Context: an optimization exercise on an open-source flow, tuned for small area, a short achievable clock period and few clock cycles. The choices shown serve that exercise and are no tape-out recipe.
RTL that was checked went through simulation tests only; none was proved equivalent to the original.
No activity file was given, so power comes from the tool's default toggle rates.

## task3
module task3(
    input [2:0] opcode,
    output reg done,
    output reg [23:0] out,
    input [7:0] in2,
    input [7:0] in1,
    input [7:0] in0,
    input clk,
    input rst
    );
For scale: roughly 680 cells after synthesis, roughly 54 I/O pins, roughly 0.0058 mm2 of cells after synthesis.
clock: 12.0 ns
lec_check: 0
abc_clock_period_in_ps: 3000
cap_margin: 20
core_margin: 2
core_utilization: 40
slew_margin: 20
standard.sh (not shown) runs the stock make flow with config.mk's settings and CLKGATE_MAP_FILE= SYNTH_SCRIPT=/design/flow/synth_recipe.tcl, a recipe that flattens the netlist after the stock synthesis.
==> flow/flow/run.sh <==
#!/bin/bash
set -euo pipefail
cd "$(dirname "$0")/.."
bash standard.sh finish \
  SETUP_SLACK_MARGIN=6 \
  "BUFFER_PORTS_ARGS=-buffer_cell sky130_fd_sc_hd__buf_1" \
  > run_standard.log 2>&1
Rerun with:
--- a/flow/design.v
+++ b/flow/design.v
@@ -66,18 +66,18 @@
             4'd12: fz = 11'd853;
             4'd13: fz = 11'd1001;
             4'd14: fz = 11'd1161;
             4'd15: fz = 11'd1333;
         endcase
     endfunction
-    reg k1, k2, k3;      
+    reg [1:0] st;        
     reg [7:0] areg;      
     wire op7 = (opcode == 3'd7);
     wire sub = (opcode == 3'd1);
-    wire [7:0] mx = k3 ? out[23:16] : out[7:0];
-    wire [7:0] mz = out[15:8] & {8{k3}};
+    wire [7:0] mx = (st == 2'd3) ? out[23:16] : out[7:0];
+    wire [7:0] mz = (st == 2'd3) ? out[15:8] : 8'd0;
     wire m_1;
     wire m_2;
     wire m_3;
     wire m_4;
     wire m_5;
     wire m_6;
@@ -282,29 +282,26 @@
     always @* begin
         case (opcode)
             3'd0, 3'd6: res = {14'd0, sum[9:0]};
             3'd1:       res = {{14{sum[9]}}, sum[9:0]};
             3'd3:       res = {17'd0, in0[7:1]};
             3'd7:       res = {5'd0, {6{sum[12]}}, sum};
-            default:    res = k1 ? {8'd0, prod} : k2 ? {out[15:8], prod}
-                            : k3 ? {prod, out[7:0]} : {16'd0, opcode[2] ? in0 : in1};
+            default:    res = (st == 2'd0) ? {16'd0, opcode[2] ? in0 : in1}
+                            : (st == 2'd2) ? {out[15:8], prod}
+                            : (st == 2'd3) ? {prod, out[7:0]} : {8'd0, prod};
         endcase
     end
     wire mul = (opcode == 3'd2) | (opcode == 3'd4) | (opcode == 3'd5);
-    wire last = !mul | ((opcode == 3'd5) ? k3 : k1);
+    wire last = !mul | ((opcode == 3'd5) ? (st == 2'd3) : (st == 2'd1));
     always @(posedge clk) begin
         areg <= in0;
         if (!rst) begin
             done <= 1'b0;
-            k1 <= 1'b0;
-            k2 <= 1'b0;
-            k3 <= 1'b0;
+            st <= 2'd0;
         end else if (!done) begin
             out <= res;
-            k1 <= !(k1 | k2 | k3);
-            k2 <= k1;
-            k3 <= k2;
+            st <= st + 2'd1;
             if (last)
                 done <= 1'b1;
         end
     end
 endmodule
After rerunning: The changed run went through all stages and came out clean; core utilization rose by 0.23 points; wire length goes up by 9.0%; clock-buffer cell count does not change; total power rises by 15%; worst setup slack is better by 0.030 ns; sequential cell count went down by 1; final cell count increases by 4.0%; clock power went down by about 5%; hold slack gets worse by 0.024 ns.
No functional check of the RTL was part of any run of this note.

--- another note on this design; it stands on its own ---

Setup of 03-04:
## task3
module task3(
    input [2:0] opcode,
    output reg done,
    output reg [23:0] out,
    input [7:0] in2,
    input [7:0] in1,
    input [7:0] in0,
    input clk,
    input rst
    );
==> flow/config.mk <==
export PLATFORM = sky130hd
export DESIGN_NAME = task3
export DESIGN_NICKNAME = task3
export VERILOG_FILES = /design/flow/design.v
export SDC_FILE = /design/flow/constraint.sdc
export NUM_CORES = 4
export LEC_CHECK = 0
export ABC_CLOCK_PERIOD_IN_PS = 3000
export CAP_MARGIN = 20
export CORE_MARGIN = 2
export CORE_UTILIZATION = 40
export SLEW_MARGIN = 20
==> flow/constraint.sdc <==
create_clock -name core_clock -period 12.0 [get_ports {clk}]
set_input_delay 2.4000 -clock core_clock [delete_from_list [all_inputs] [get_ports {clk}]]
set_output_delay 2.4000 -clock core_clock [all_outputs]
set_load 0.01 [all_outputs]
standard.sh (not shown) runs the stock make flow with config.mk's settings and CLKGATE_MAP_FILE= SYNTH_SCRIPT=/design/flow/synth_recipe.tcl, a recipe that flattens the netlist after the stock synthesis.
==> flow/flow/run.sh <==
#!/bin/bash
set -euo pipefail
cd "$(dirname "$0")/.."
bash standard.sh finish \
  SETUP_SLACK_MARGIN=7 \
  "BUFFER_PORTS_ARGS=-buffer_cell sky130_fd_sc_hd__buf_1" \
  > run_standard.log 2>&1
Testbench counts of 03-04, summed over its fixed seeds: cycles 21,090.
The following lists how 04-14 was set up differently from 03-04:
--- a/flow/flow/run.sh
+++ b/flow/flow/run.sh
@@ -5 +5 @@
-  SETUP_SLACK_MARGIN=7 \
+  SETUP_SLACK_MARGIN=6.5 \
Results
- Measured against each other, 03-04 and 04-14 differ in minimum period implied by the final worst setup slack, the higher figure coming from 04-14.
- Going from 03-04 to 04-14, final area shrank by a little under 10%.
- On clock tree buffer count of the final layout: 04-14 sits below 03-04.
- Compared to 03-04, 04-14 has fraction of area in registers 1.5 points higher.
- Relative to 03-04, the worst setup slack after layout of 04-14 is lower by 0.091 ns.
- Diff 03-04 -> 04-14 | peak per-stage delay on the critical path | decrease of 0.03 ns

-- afterwards: timing with drivers on the ports --
The results above use ideal ports. As a check the final layouts listed here were re-extracted and re-timed, cells and wires unchanged.
Step 1 (the two cells are an assumption about what drives the block):
set clk [get_ports {clk}]
set_driving_cell -lib_cell sky130_fd_sc_hd__clkbuf_16 $clk
set_driving_cell -lib_cell sky130_fd_sc_hd__buf_2 [delete_from_list [all_inputs] $clk]
Step 2 adds t to the input delays and takes it off the output delays; t is the mean of the earliest and latest rising clock arrival at the registers after step 1. Input paths then give back, and output paths get back, about the clock's delay inside the block.
Three values: ideal ports, drivers, drivers and shift; two values: the first two.
| run | t, ns | setup slack, ns | worst setup path at the end | worst register clock-pin slew, ns | worst data-port slew with drivers (ns) |
|---|---|---|---|---|---|
| the first run of note 1 | 0.309 | 6.149 / 6.159 / 5.849 | input to register | 0.06 / 0.06 | 0.05 |
| the second run of note 1 | 0.308 | 6.179 / 6.194 / 5.886 | input to register | 0.06 / 0.06 | 0.03 |
| 03-04 | 0.318 | 6.688 / 6.692 / 6.374 | input to register | 0.06 / 0.06 | 0.06 |
| 04-14 | 0.319 | 6.597 / 6.612 / 6.294 | input to register | 0.07 / 0.07 | 0.05 |
After both steps setup and hold are still met in every run listed. For 03-04, which loses most, drivers alone change the setup slack by +0.004 ns; drivers and shift together by -0.314 ns.
